This is an optimization exercise on Yosys and OpenROAD, whose aim is small area and a short achievable clock period, not a production implementation.

==> job 4057: inputs <==
==> flow/design.v <==
module elidon_core(
  input         clock,
  input         reset,
  output [15:0] imem_addr,
  input  [15:0] imem_rdata,
  output [15:0] dmem_addr,
  output        dmem_read,
  output        dmem_write,
  output [15:0] dmem_wdata,
  input  [15:0] dmem_rdata
);
  reg  [15:0] pcReg;
  reg  [15:0] f_ins;
  reg  [255:0] rf;
  reg  [15:0] d_ins;
  reg  [15:0] d_rs1;
  reg  [15:0] d_rs2;
  reg  [15:0] d_tgt;
  reg  [5:0] d_rem;
  reg  [5:0] d_qhi;
  reg  [9:0] d_alo;
  reg  [15:0] d_ub;
  reg         d_sa;
  reg         d_sb;
  reg  [17:0] d_t3;
  reg  [15:0] e_res;
  reg         e_neg;
  reg         e_inc;
  reg  [15:0] e_rdsv;
  reg         e_wb;
  reg         e_st;
  reg         e_ld;
  reg  [15:0] m_wv;
  wire [3:0]  op = d_ins[15:12];
  wire        op_c = op == 4'hc;
  wire        op_d = op == 4'hd;
  wire        op_e = op == 4'he;
  wire        op_f = op == 4'hf;
  wire        rs1_zero = d_rs1 == 16'h0;
  wire        br_en = op_d | op_e | op_f | (op_c & rs1_zero);
  wire [15:0] br_pc = (op_d | op_e) ? d_rs1 : d_tgt;
  assign imem_addr = br_en ? br_pc : pcReg + 16'h2;
  always @(posedge clock) begin
    if (reset) pcReg <= 16'hfffe;
    else pcReg <= imem_addr;
    f_ins <= imem_rdata;
  end
  wire [3:0]  f_op = f_ins[15:12];
  wire [3:0]  ra = f_op[3] ? f_ins[7:4] : f_ins[11:8];
  wire [3:0]  rb = f_ins[3:0];
  wire [15:0] rA = rf[ra*16 +: 16];
  wire [15:0] rB = rf[rb*16 +: 16];
  wire [15:0] wb_data = e_ld ? dmem_rdata : m_wv;
  wire [3:0]  wb_addr = e_rdsv[3:0];
  wire        wb_en = e_ld | e_wb;
  wire [15:0] wb_d = reset ? 16'h0 : wb_data;
  genvar gi;
  generate
    for (gi = 0; gi < 16; gi = gi + 1) begin : g_rf
      always @(posedge clock) begin
        if (reset | (wb_en & (wb_addr == gi))) rf[gi*16 +: 16] <= wb_d;
      end
    end
  endgenerate
  wire [15:0] f_off = (f_op == 4'hc) ? {{8{f_ins[7]}}, f_ins[7:0]} :
                      (f_op == 4'he) ? 16'h2 : {{4{f_ins[11]}}, f_ins[11:0]};
  wire        sa = rA[15];
  wire        sb = rB[15];
  wire [15:0] ua1 = sa ? 16'h0 - rA : rA;
  wire [15:0] nb = rB ^ {16{sb}};
  wire [15:0] ub = nb + {15'h0, sb};
  wire [17:0] t3 = {2'b0, ub} + {1'b0, ub, 1'b0};
  wire [1:0] r0_x = ua1[15:14];
  wire [2:0] r0_s1 = {1'b0, r0_x[1:0]} - {1'b0, ub[1:0]};
  wire r0_g1 = (ub[15:2] == 14'h0) & ~r0_s1[2];
  wire [1:0] r0_s2 = {1'b0, r0_x[1:1]} - {1'b0, ub[0:0]};
  wire r0_g2 = (ub[15:1] == 15'h0) & ~r0_s2[1];
  wire [2:0] r0_s3 = {1'b0, r0_x} - {1'b0, t3[1:0]};
  wire r0_g3 = (t3[17:2] == 16'h0) & ~r0_s3[2];
  wire [1:0] r0_q = {r0_g2, r0_g3 | (r0_g1 & ~r0_g2)};
  wire [1:0] r0_r = r0_g3 ? r0_s3[1:0] : r0_g2 ? {r0_s2[0:0], r0_x[0]} :
                       r0_g1 ? r0_s1[1:0] : r0_x;
  wire [1:0] r0_ro = r0_r[1:0];
  wire [3:0] r1_x = {r0_ro[1:0], ua1[13:12]};
  wire [4:0] r1_s1 = {1'b0, r1_x[3:0]} - {1'b0, ub[3:0]};
  wire r1_g1 = (ub[15:4] == 12'h0) & ~r1_s1[4];
  wire [3:0] r1_s2 = {1'b0, r1_x[3:1]} - {1'b0, ub[2:0]};
  wire r1_g2 = (ub[15:3] == 13'h0) & ~r1_s2[3];
  wire [4:0] r1_s3 = {1'b0, r1_x} - {1'b0, t3[3:0]};
  wire r1_g3 = (t3[17:4] == 14'h0) & ~r1_s3[4];
  wire [1:0] r1_q = {r1_g2, r1_g3 | (r1_g1 & ~r1_g2)};
  wire [3:0] r1_r = r1_g3 ? r1_s3[3:0] : r1_g2 ? {r1_s2[2:0], r1_x[0]} :
                       r1_g1 ? r1_s1[3:0] : r1_x;
  wire [3:0] r1_ro = r1_r[3:0];
  wire [5:0] r2_x = {r1_ro[3:0], ua1[11:10]};
  wire [6:0] r2_s1 = {1'b0, r2_x[5:0]} - {1'b0, ub[5:0]};
  wire r2_g1 = (ub[15:6] == 10'h0) & ~r2_s1[6];
  wire [5:0] r2_s2 = {1'b0, r2_x[5:1]} - {1'b0, ub[4:0]};
  wire r2_g2 = (ub[15:5] == 11'h0) & ~r2_s2[5];
  wire [6:0] r2_s3 = {1'b0, r2_x} - {1'b0, t3[5:0]};
  wire r2_g3 = (t3[17:6] == 12'h0) & ~r2_s3[6];
  wire [1:0] r2_q = {r2_g2, r2_g3 | (r2_g1 & ~r2_g2)};
  wire [5:0] r2_r = r2_g3 ? r2_s3[5:0] : r2_g2 ? {r2_s2[4:0], r2_x[0]} :
                       r2_g1 ? r2_s1[5:0] : r2_x;
  wire [5:0] r2_ro = r2_r[5:0];
  always @(posedge clock) begin
    d_ins <= f_ins;
    d_rs1 <= rA;
    d_rs2 <= rB;
    d_tgt <= pcReg + f_off;
    d_rem <= r2_ro;
    d_qhi <= {r0_q, r1_q, r2_q};
    d_alo <= ua1[9:0];
    d_ub  <= ub;
    d_sa  <= sa;
    d_sb  <= sb;
    d_t3  <= t3;
  end
  wire [7:0] r3_x = {d_rem[5:0], d_alo[9:8]};
  wire [8:0] r3_s1 = {1'b0, r3_x[7:0]} - {1'b0, d_ub[7:0]};
  wire r3_g1 = (d_ub[15:8] == 8'h0) & ~r3_s1[8];
  wire [7:0] r3_s2 = {1'b0, r3_x[7:1]} - {1'b0, d_ub[6:0]};
  wire r3_g2 = (d_ub[15:7] == 9'h0) & ~r3_s2[7];
  wire [8:0] r3_s3 = {1'b0, r3_x} - {1'b0, d_t3[7:0]};
  wire r3_g3 = (d_t3[17:8] == 10'h0) & ~r3_s3[8];
  wire [1:0] r3_q = {r3_g2, r3_g3 | (r3_g1 & ~r3_g2)};
  wire [7:0] r3_r = r3_g3 ? r3_s3[7:0] : r3_g2 ? {r3_s2[6:0], r3_x[0]} :
                       r3_g1 ? r3_s1[7:0] : r3_x;
  wire [7:0] r3_ro = r3_r[7:0];
  wire [9:0] r4_x = {r3_ro[7:0], d_alo[7:6]};
  wire [10:0] r4_s1 = {1'b0, r4_x[9:0]} - {1'b0, d_ub[9:0]};
  wire r4_g1 = (d_ub[15:10] == 6'h0) & ~r4_s1[10];
  wire [9:0] r4_s2 = {1'b0, r4_x[9:1]} - {1'b0, d_ub[8:0]};
  wire r4_g2 = (d_ub[15:9] == 7'h0) & ~r4_s2[9];
  wire [10:0] r4_s3 = {1'b0, r4_x} - {1'b0, d_t3[9:0]};
  wire r4_g3 = (d_t3[17:10] == 8'h0) & ~r4_s3[10];
  wire [1:0] r4_q = {r4_g2, r4_g3 | (r4_g1 & ~r4_g2)};
  wire [9:0] r4_r = r4_g3 ? r4_s3[9:0] : r4_g2 ? {r4_s2[8:0], r4_x[0]} :
                       r4_g1 ? r4_s1[9:0] : r4_x;
  wire [9:0] r4_ro = r4_r[9:0];
  wire [11:0] r5_x = {r4_ro[9:0], d_alo[5:4]};
  wire [12:0] r5_s1 = {1'b0, r5_x[11:0]} - {1'b0, d_ub[11:0]};
  wire r5_g1 = (d_ub[15:12] == 4'h0) & ~r5_s1[12];
  wire [11:0] r5_s2 = {1'b0, r5_x[11:1]} - {1'b0, d_ub[10:0]};
  wire r5_g2 = (d_ub[15:11] == 5'h0) & ~r5_s2[11];
  wire [12:0] r5_s3 = {1'b0, r5_x} - {1'b0, d_t3[11:0]};
  wire r5_g3 = (d_t3[17:12] == 6'h0) & ~r5_s3[12];
  wire [1:0] r5_q = {r5_g2, r5_g3 | (r5_g1 & ~r5_g2)};
  wire [11:0] r5_r = r5_g3 ? r5_s3[11:0] : r5_g2 ? {r5_s2[10:0], r5_x[0]} :
                       r5_g1 ? r5_s1[11:0] : r5_x;
  wire [11:0] r5_ro = r5_r[11:0];
  wire [13:0] r6_x = {r5_ro[11:0], d_alo[3:2]};
  wire [14:0] r6_s1 = {1'b0, r6_x[13:0]} - {1'b0, d_ub[13:0]};
  wire r6_g1 = (d_ub[15:14] == 2'h0) & ~r6_s1[14];
  wire [13:0] r6_s2 = {1'b0, r6_x[13:1]} - {1'b0, d_ub[12:0]};
  wire r6_g2 = (d_ub[15:13] == 3'h0) & ~r6_s2[13];
  wire [14:0] r6_s3 = {1'b0, r6_x} - {1'b0, d_t3[13:0]};
  wire r6_g3 = (d_t3[17:14] == 4'h0) & ~r6_s3[14];
  wire [1:0] r6_q = {r6_g2, r6_g3 | (r6_g1 & ~r6_g2)};
  wire [13:0] r6_r = r6_g3 ? r6_s3[13:0] : r6_g2 ? {r6_s2[12:0], r6_x[0]} :
                       r6_g1 ? r6_s1[13:0] : r6_x;
  wire [13:0] r6_ro = r6_r[13:0];
  wire [15:0] r7_x = {r6_ro[13:0], d_alo[1:0]};
  wire [16:0] r7_s1 = {1'b0, r7_x[15:0]} - {1'b0, d_ub[15:0]};
  wire r7_g1 = 1'b1 & ~r7_s1[16];
  wire [15:0] r7_s2 = {1'b0, r7_x[15:1]} - {1'b0, d_ub[14:0]};
  wire r7_g2 = (d_ub[15:15] == 1'h0) & ~r7_s2[15];
  wire [16:0] r7_s3 = {1'b0, r7_x} - {1'b0, d_t3[15:0]};
  wire r7_g3 = (d_t3[17:16] == 2'h0) & ~r7_s3[16];
  wire [1:0] r7_q = {r7_g2, r7_g3 | (r7_g1 & ~r7_g2)};
  wire [15:0] r7_r = r7_g3 ? r7_s3[15:0] : r7_g2 ? {r7_s2[14:0], r7_x[0]} :
                       r7_g1 ? r7_s1[15:0] : r7_x;
  wire [14:0] r7_ro = r7_r[14:0];
  wire [15:0] quo = {d_qhi, r3_q, r4_q, r5_q, r6_q, r7_q};
  wire [15:0] bm1 = d_ub - 16'h1;
  wire        q_fix = 1'b0;
  wire        b_zero = d_rs2 == 16'h0;
  wire        is_div = op == 4'h6;
  wire        use_sub = (op == 4'h3) | (op == 4'h5);
  wire [15:0] add_b = use_sub ? ~d_rs2 :
                      (op[3] ? {12'h0, d_ins[3:0]} : d_rs2);
  wire [15:0] added = d_rs1 + add_b + {15'h0, use_sub};
  wire        slt = (d_rs1[15] ^ d_rs2[15]) ? d_rs1[15] : added[15];
  wire [15:0] nrs2 = 16'h0 - d_rs2;
  wire        sh_right = d_rs2[15];
  wire [3:0]  sh_amt = sh_right ? nrs2[3:0] : d_rs2[3:0];
  wire        sh_big = sh_right ? (nrs2[15:4] != 12'h0) : (d_rs2[15:4] != 12'h0);
  wire [15:0] sh_in;
  wire [15:0] sh_l = sh_in << sh_amt;
  wire [15:0] sh_out;
  generate
    for (gi = 0; gi < 16; gi = gi + 1) begin : g_rev
      assign sh_in[gi] = sh_right ? d_rs1[15-gi] : d_rs1[gi];
      assign sh_out[gi] = sh_big ? 1'b0 : (sh_right ? sh_l[15-gi] : sh_l[gi]);
    end
  endgenerate
  wire [16:0] mb = {d_rs2, 1'b0};
  reg  [15:0] pp [0:7];
  reg  [7:0]  pneg;
  integer i;
  always @(*) begin
    for (i = 0; i < 8; i = i + 1) begin : g_booth
      reg b0, b1, b2;
      reg [15:0] s;
      b0 = mb[2*i]; b1 = mb[2*i+1]; b2 = mb[2*i+2];
      s = (b1 ^ b0) ? d_rs1 :
          ((b2 & ~b1 & ~b0) | (~b2 & b1 & b0)) ? {d_rs1[14:0], 1'b0} : 16'h0;
      pneg[i] = b2 & ~(b1 & b0);
      pp[i] = (pneg[i] ? ~s : s) << (2*i);
    end
  end
  wire [15:0] mul = pp[0] + pp[1] + pp[2] + pp[3] + pp[4] + pp[5] + pp[6] + pp[7] +
    {1'b0, pneg[7], 1'b0, pneg[6], 1'b0, pneg[5], 1'b0, pneg[4],
     1'b0, pneg[3], 1'b0, pneg[2], 1'b0, pneg[1], 1'b0, pneg[0]};
  reg [15:0] alu;
  always @(*) begin
    case (op)
      4'h0: alu = d_rs1 & d_rs2;
      4'h1: alu = ~(d_rs1 | d_rs2);
      4'h2: alu = added;
      4'h3: alu = added;
      4'h4: alu = sh_out;
      4'h5: alu = {15'h0, slt};
      4'h6: alu = b_zero ? 16'h0 : quo;
      4'h7: alu = mul;
      4'h8: alu = added;
      4'h9: alu = added;
      4'ha: alu = {d_ins[7:0], d_rs1[7:0]};
      4'hb: alu = {d_rs1[15:8], d_ins[7:0]};
      4'hd: alu = 16'h0;
      default: alu = d_tgt;
    endcase
  end
  always @(posedge clock) begin
    if (reset) begin
      e_res  <= 16'h0;
      e_neg  <= 1'b0;
      e_inc  <= 1'b0;
      e_rdsv <= 16'h0;
      e_wb   <= 1'b0;
      e_st   <= 1'b0;
      e_ld   <= 1'b0;
    end else begin
      e_res  <= alu;
      e_neg  <= is_div & ~b_zero & (d_sa ^ d_sb);
      e_inc  <= is_div & ~b_zero & (d_sa ^ d_sb ^ q_fix);
      e_rdsv <= (op == 4'h9) ? d_rs1 : {12'h0, d_ins[11:8]};
      e_wb   <= ~((op == 4'h9) | op_f | op_d | op_c);
      e_st   <= op == 4'h9;
      e_ld   <= op == 4'h8;
    end
  end
  assign dmem_addr  = (e_res ^ {16{e_neg}}) + {15'h0, e_inc};
  assign dmem_read  = e_ld;
  assign dmem_write = e_st;
  assign dmem_wdata = e_rdsv;
  always @(posedge clock) begin
    m_wv <= e_rdsv;
  end
endmodule
==> flow/flow/run.sh <==
#!/bin/bash
set -euo pipefail
cd "$(dirname "$0")/.."
bash standard.sh SETUP_SLACK_MARGIN=20 finish > standard_flow.log 2>&1
==> flow/standard.sh <==
#!/bin/bash
# synth_recipe.tcl (not shown) runs the flow's synth.tcl, then flattens the netlist and writes it again
# the make line also repeats each setting of config.mk as NAME=value (left out here)
make -C /OpenROAD-flow-scripts/flow DESIGN_CONFIG=/design/flow/config.mk WORK_HOME=/design/flow/orfs CLKGATE_MAP_FILE= SYNTH_SCRIPT=/design/flow/synth_recipe.tcl "${@:-finish}"
==> flow/config.mk <==
export PLATFORM = sky130hd
export DESIGN_NAME = elidon_core
export DESIGN_NICKNAME = elidon_core
export VERILOG_FILES = /design/flow/design.v
export SDC_FILE = /design/flow/constraint.sdc
export NUM_CORES = 4
export LEC_CHECK = 0
export CAP_MARGIN = 20
export CORE_MARGIN = 2
export CORE_UTILIZATION = 40
export SLEW_MARGIN = 20
==> flow/constraint.sdc <==
create_clock -name core_clock -period 32.0 [get_ports {clock}]
set_input_delay 6.4000 -clock core_clock [delete_from_list [all_inputs] [get_ports {clock}]]
set_output_delay 6.4000 -clock core_clock [all_outputs]
set_load 0.01 [all_outputs]
==> inputs of job 9400, as changes to job 4057 <==
--- a/flow/design.v
+++ b/flow/design.v
@@ -17,7 +17,7 @@
   reg  [15:0] d_rs2;
   reg  [15:0] d_tgt;
-  reg  [5:0] d_rem;
-  reg  [5:0] d_qhi;
-  reg  [9:0] d_alo;
+  reg  [7:0] d_rem;
+  reg  [7:0] d_qhi;
+  reg  [7:0] d_alo;
   reg  [15:0] d_ub;
   reg         d_sa;
@@ -67,15 +67,17 @@
   wire        sa = rA[15];
   wire        sb = rB[15];
-  wire [15:0] ua1 = sa ? 16'h0 - rA : rA;
+  wire [15:0] ua1 = rA ^ {16{sa}};
   wire [15:0] nb = rB ^ {16{sb}};
   wire [15:0] ub = nb + {15'h0, sb};
   wire [17:0] t3 = {2'b0, ub} + {1'b0, ub, 1'b0};
   wire [1:0] r0_x = ua1[15:14];
-  wire [2:0] r0_s1 = {1'b0, r0_x[1:0]} - {1'b0, ub[1:0]};
-  wire r0_g1 = (ub[15:2] == 14'h0) & ~r0_s1[2];
-  wire [1:0] r0_s2 = {1'b0, r0_x[1:1]} - {1'b0, ub[0:0]};
-  wire r0_g2 = (ub[15:1] == 15'h0) & ~r0_s2[1];
+  wire [3:0] r0_a1 = {1'b0, r0_x, 1'b1} + {1'b0, ~nb[1:0], ~sb};
+  wire [2:0] r0_s1 = {~r0_a1[3], r0_a1[2:1]};
+  wire r0_g1 = (nb[15:2] == 14'h0) & ~r0_s1[2];
+  wire [2:0] r0_a2 = {1'b0, r0_x[1:1], 1'b1} + {1'b0, ~nb[0:0], ~sb};
+  wire [1:0] r0_s2 = {~r0_a2[2], r0_a2[1:1]};
+  wire r0_g2 = (nb[15:1] == 15'h0) & ~r0_s2[1];
   wire [2:0] r0_s3 = {1'b0, r0_x} - {1'b0, t3[1:0]};
-  wire r0_g3 = (t3[17:2] == 16'h0) & ~r0_s3[2];
+  wire r0_g3 = (sb ? (nb < 16'd1) : (nb <= 16'd1)) & ~r0_s3[2];
   wire [1:0] r0_q = {r0_g2, r0_g3 | (r0_g1 & ~r0_g2)};
   wire [1:0] r0_r = r0_g3 ? r0_s3[1:0] : r0_g2 ? {r0_s2[0:0], r0_x[0]} :
@@ -83,10 +85,12 @@
   wire [1:0] r0_ro = r0_r[1:0];
   wire [3:0] r1_x = {r0_ro[1:0], ua1[13:12]};
-  wire [4:0] r1_s1 = {1'b0, r1_x[3:0]} - {1'b0, ub[3:0]};
-  wire r1_g1 = (ub[15:4] == 12'h0) & ~r1_s1[4];
-  wire [3:0] r1_s2 = {1'b0, r1_x[3:1]} - {1'b0, ub[2:0]};
-  wire r1_g2 = (ub[15:3] == 13'h0) & ~r1_s2[3];
+  wire [5:0] r1_a1 = {1'b0, r1_x, 1'b1} + {1'b0, ~nb[3:0], ~sb};
+  wire [4:0] r1_s1 = {~r1_a1[5], r1_a1[4:1]};
+  wire r1_g1 = (nb[15:4] == 12'h0) & ~r1_s1[4];
+  wire [4:0] r1_a2 = {1'b0, r1_x[3:1], 1'b1} + {1'b0, ~nb[2:0], ~sb};
+  wire [3:0] r1_s2 = {~r1_a2[4], r1_a2[3:1]};
+  wire r1_g2 = (nb[15:3] == 13'h0) & ~r1_s2[3];
   wire [4:0] r1_s3 = {1'b0, r1_x} - {1'b0, t3[3:0]};
-  wire r1_g3 = (t3[17:4] == 14'h0) & ~r1_s3[4];
+  wire r1_g3 = (sb ? (nb < 16'd5) : (nb <= 16'd5)) & ~r1_s3[4];
   wire [1:0] r1_q = {r1_g2, r1_g3 | (r1_g1 & ~r1_g2)};
   wire [3:0] r1_r = r1_g3 ? r1_s3[3:0] : r1_g2 ? {r1_s2[2:0], r1_x[0]} :
@@ -94,14 +98,29 @@
   wire [3:0] r1_ro = r1_r[3:0];
   wire [5:0] r2_x = {r1_ro[3:0], ua1[11:10]};
-  wire [6:0] r2_s1 = {1'b0, r2_x[5:0]} - {1'b0, ub[5:0]};
-  wire r2_g1 = (ub[15:6] == 10'h0) & ~r2_s1[6];
-  wire [5:0] r2_s2 = {1'b0, r2_x[5:1]} - {1'b0, ub[4:0]};
-  wire r2_g2 = (ub[15:5] == 11'h0) & ~r2_s2[5];
+  wire [7:0] r2_a1 = {1'b0, r2_x, 1'b1} + {1'b0, ~nb[5:0], ~sb};
+  wire [6:0] r2_s1 = {~r2_a1[7], r2_a1[6:1]};
+  wire r2_g1 = (nb[15:6] == 10'h0) & ~r2_s1[6];
+  wire [6:0] r2_a2 = {1'b0, r2_x[5:1], 1'b1} + {1'b0, ~nb[4:0], ~sb};
+  wire [5:0] r2_s2 = {~r2_a2[6], r2_a2[5:1]};
+  wire r2_g2 = (nb[15:5] == 11'h0) & ~r2_s2[5];
   wire [6:0] r2_s3 = {1'b0, r2_x} - {1'b0, t3[5:0]};
-  wire r2_g3 = (t3[17:6] == 12'h0) & ~r2_s3[6];
+  wire r2_g3 = (sb ? (nb < 16'd21) : (nb <= 16'd21)) & ~r2_s3[6];
   wire [1:0] r2_q = {r2_g2, r2_g3 | (r2_g1 & ~r2_g2)};
   wire [5:0] r2_r = r2_g3 ? r2_s3[5:0] : r2_g2 ? {r2_s2[4:0], r2_x[0]} :
                        r2_g1 ? r2_s1[5:0] : r2_x;
   wire [5:0] r2_ro = r2_r[5:0];
+  wire [7:0] r3_x = {r2_ro[5:0], ua1[9:8]};
+  wire [9:0] r3_a1 = {1'b0, r3_x, 1'b1} + {1'b0, ~nb[7:0], ~sb};
+  wire [8:0] r3_s1 = {~r3_a1[9], r3_a1[8:1]};
+  wire r3_g1 = (nb[15:8] == 8'h0) & ~r3_s1[8];
+  wire [8:0] r3_a2 = {1'b0, r3_x[7:1], 1'b1} + {1'b0, ~nb[6:0], ~sb};
+  wire [7:0] r3_s2 = {~r3_a2[8], r3_a2[7:1]};
+  wire r3_g2 = (nb[15:7] == 9'h0) & ~r3_s2[7];
+  wire [8:0] r3_s3 = {1'b0, r3_x} - {1'b0, t3[7:0]};
+  wire r3_g3 = (sb ? (nb < 16'd85) : (nb <= 16'd85)) & ~r3_s3[8];
+  wire [1:0] r3_q = {r3_g2, r3_g3 | (r3_g1 & ~r3_g2)};
+  wire [7:0] r3_r = r3_g3 ? r3_s3[7:0] : r3_g2 ? {r3_s2[6:0], r3_x[0]} :
+                       r3_g1 ? r3_s1[7:0] : r3_x;
+  wire [7:0] r3_ro = r3_r[7:0];
   always @(posedge clock) begin
     d_ins <= f_ins;
@@ -109,7 +128,7 @@
     d_rs2 <= rB;
     d_tgt <= pcReg + f_off;
-    d_rem <= r2_ro;
-    d_qhi <= {r0_q, r1_q, r2_q};
-    d_alo <= ua1[9:0];
+    d_rem <= r3_ro;
+    d_qhi <= {r0_q, r1_q, r2_q, r3_q};
+    d_alo <= ua1[7:0];
     d_ub  <= ub;
     d_sa  <= sa;
@@ -117,16 +136,5 @@
     d_t3  <= t3;
   end
-  wire [7:0] r3_x = {d_rem[5:0], d_alo[9:8]};
-  wire [8:0] r3_s1 = {1'b0, r3_x[7:0]} - {1'b0, d_ub[7:0]};
-  wire r3_g1 = (d_ub[15:8] == 8'h0) & ~r3_s1[8];
-  wire [7:0] r3_s2 = {1'b0, r3_x[7:1]} - {1'b0, d_ub[6:0]};
-  wire r3_g2 = (d_ub[15:7] == 9'h0) & ~r3_s2[7];
-  wire [8:0] r3_s3 = {1'b0, r3_x} - {1'b0, d_t3[7:0]};
-  wire r3_g3 = (d_t3[17:8] == 10'h0) & ~r3_s3[8];
-  wire [1:0] r3_q = {r3_g2, r3_g3 | (r3_g1 & ~r3_g2)};
-  wire [7:0] r3_r = r3_g3 ? r3_s3[7:0] : r3_g2 ? {r3_s2[6:0], r3_x[0]} :
-                       r3_g1 ? r3_s1[7:0] : r3_x;
-  wire [7:0] r3_ro = r3_r[7:0];
-  wire [9:0] r4_x = {r3_ro[7:0], d_alo[7:6]};
+  wire [9:0] r4_x = {d_rem[7:0], d_alo[7:6]};
   wire [10:0] r4_s1 = {1'b0, r4_x[9:0]} - {1'b0, d_ub[9:0]};
   wire r4_g1 = (d_ub[15:10] == 6'h0) & ~r4_s1[10];
@@ -172,7 +180,7 @@
                        r7_g1 ? r7_s1[15:0] : r7_x;
   wire [14:0] r7_ro = r7_r[14:0];
-  wire [15:0] quo = {d_qhi, r3_q, r4_q, r5_q, r6_q, r7_q};
+  wire [15:0] quo = {d_qhi, r4_q, r5_q, r6_q, r7_q};
   wire [15:0] bm1 = d_ub - 16'h1;
-  wire        q_fix = 1'b0;
+  wire        q_fix = d_sa & (r7_ro == bm1[14:0]);
   wire        b_zero = d_rs2 == 16'h0;
   wire        is_div = op == 4'h6;
==> comparison <==
Between job 9400 and job 4057, the lower first-iteration DRC count is in job 4057 (gap 15%, measured against job 4057).
Of job 9400 and job 4057, job 9400 has the higher global-route usage (gap 1.0 points).
Between job 4057 and job 9400, the lower via count is in job 4057 (gap about 12%, measured against job 9400).
Of job 4057 and job 9400, job 9400 has the higher clock-buffer cell count (gap 7).
Between job 9400 and job 4057, the lower critical path depth is in job 9400 (gap 15).
No functional check of the RTL was part of any run of this note.

==> port drivers added, routing unchanged <==
The flow's constraints put no driver on any port. The routed layouts listed below were extracted and timed again, unchanged, in two steps. Step 1 assumes that a clkbuf_16 drives the clock port and a buf_2 every other input. Step 2 adds t to the input delays and takes it off the output delays; t is the mean of the earliest and latest rising clock arrival at the registers after step 1. Input paths then give back, and output paths get back, about the clock's delay inside the block. Three values: no drivers, after step 1, after step 2; two values: the first two.
run	t, ns	setup WS [ns]	worst hold slack (ns)	worst setup path after step 2	slew at the worst register clock pin (ns)
job 4057	0.677	20.472 / 20.472 / 20.472	0.355 / 0.355 / 0.355	register to register	0.07 / 0.07
job 9400	0.665	20.614 / 20.614 / 20.614	0.350 / 0.350 / 0.350	register to register	0.08 / 0.08
After both steps every run listed still meets setup and hold.
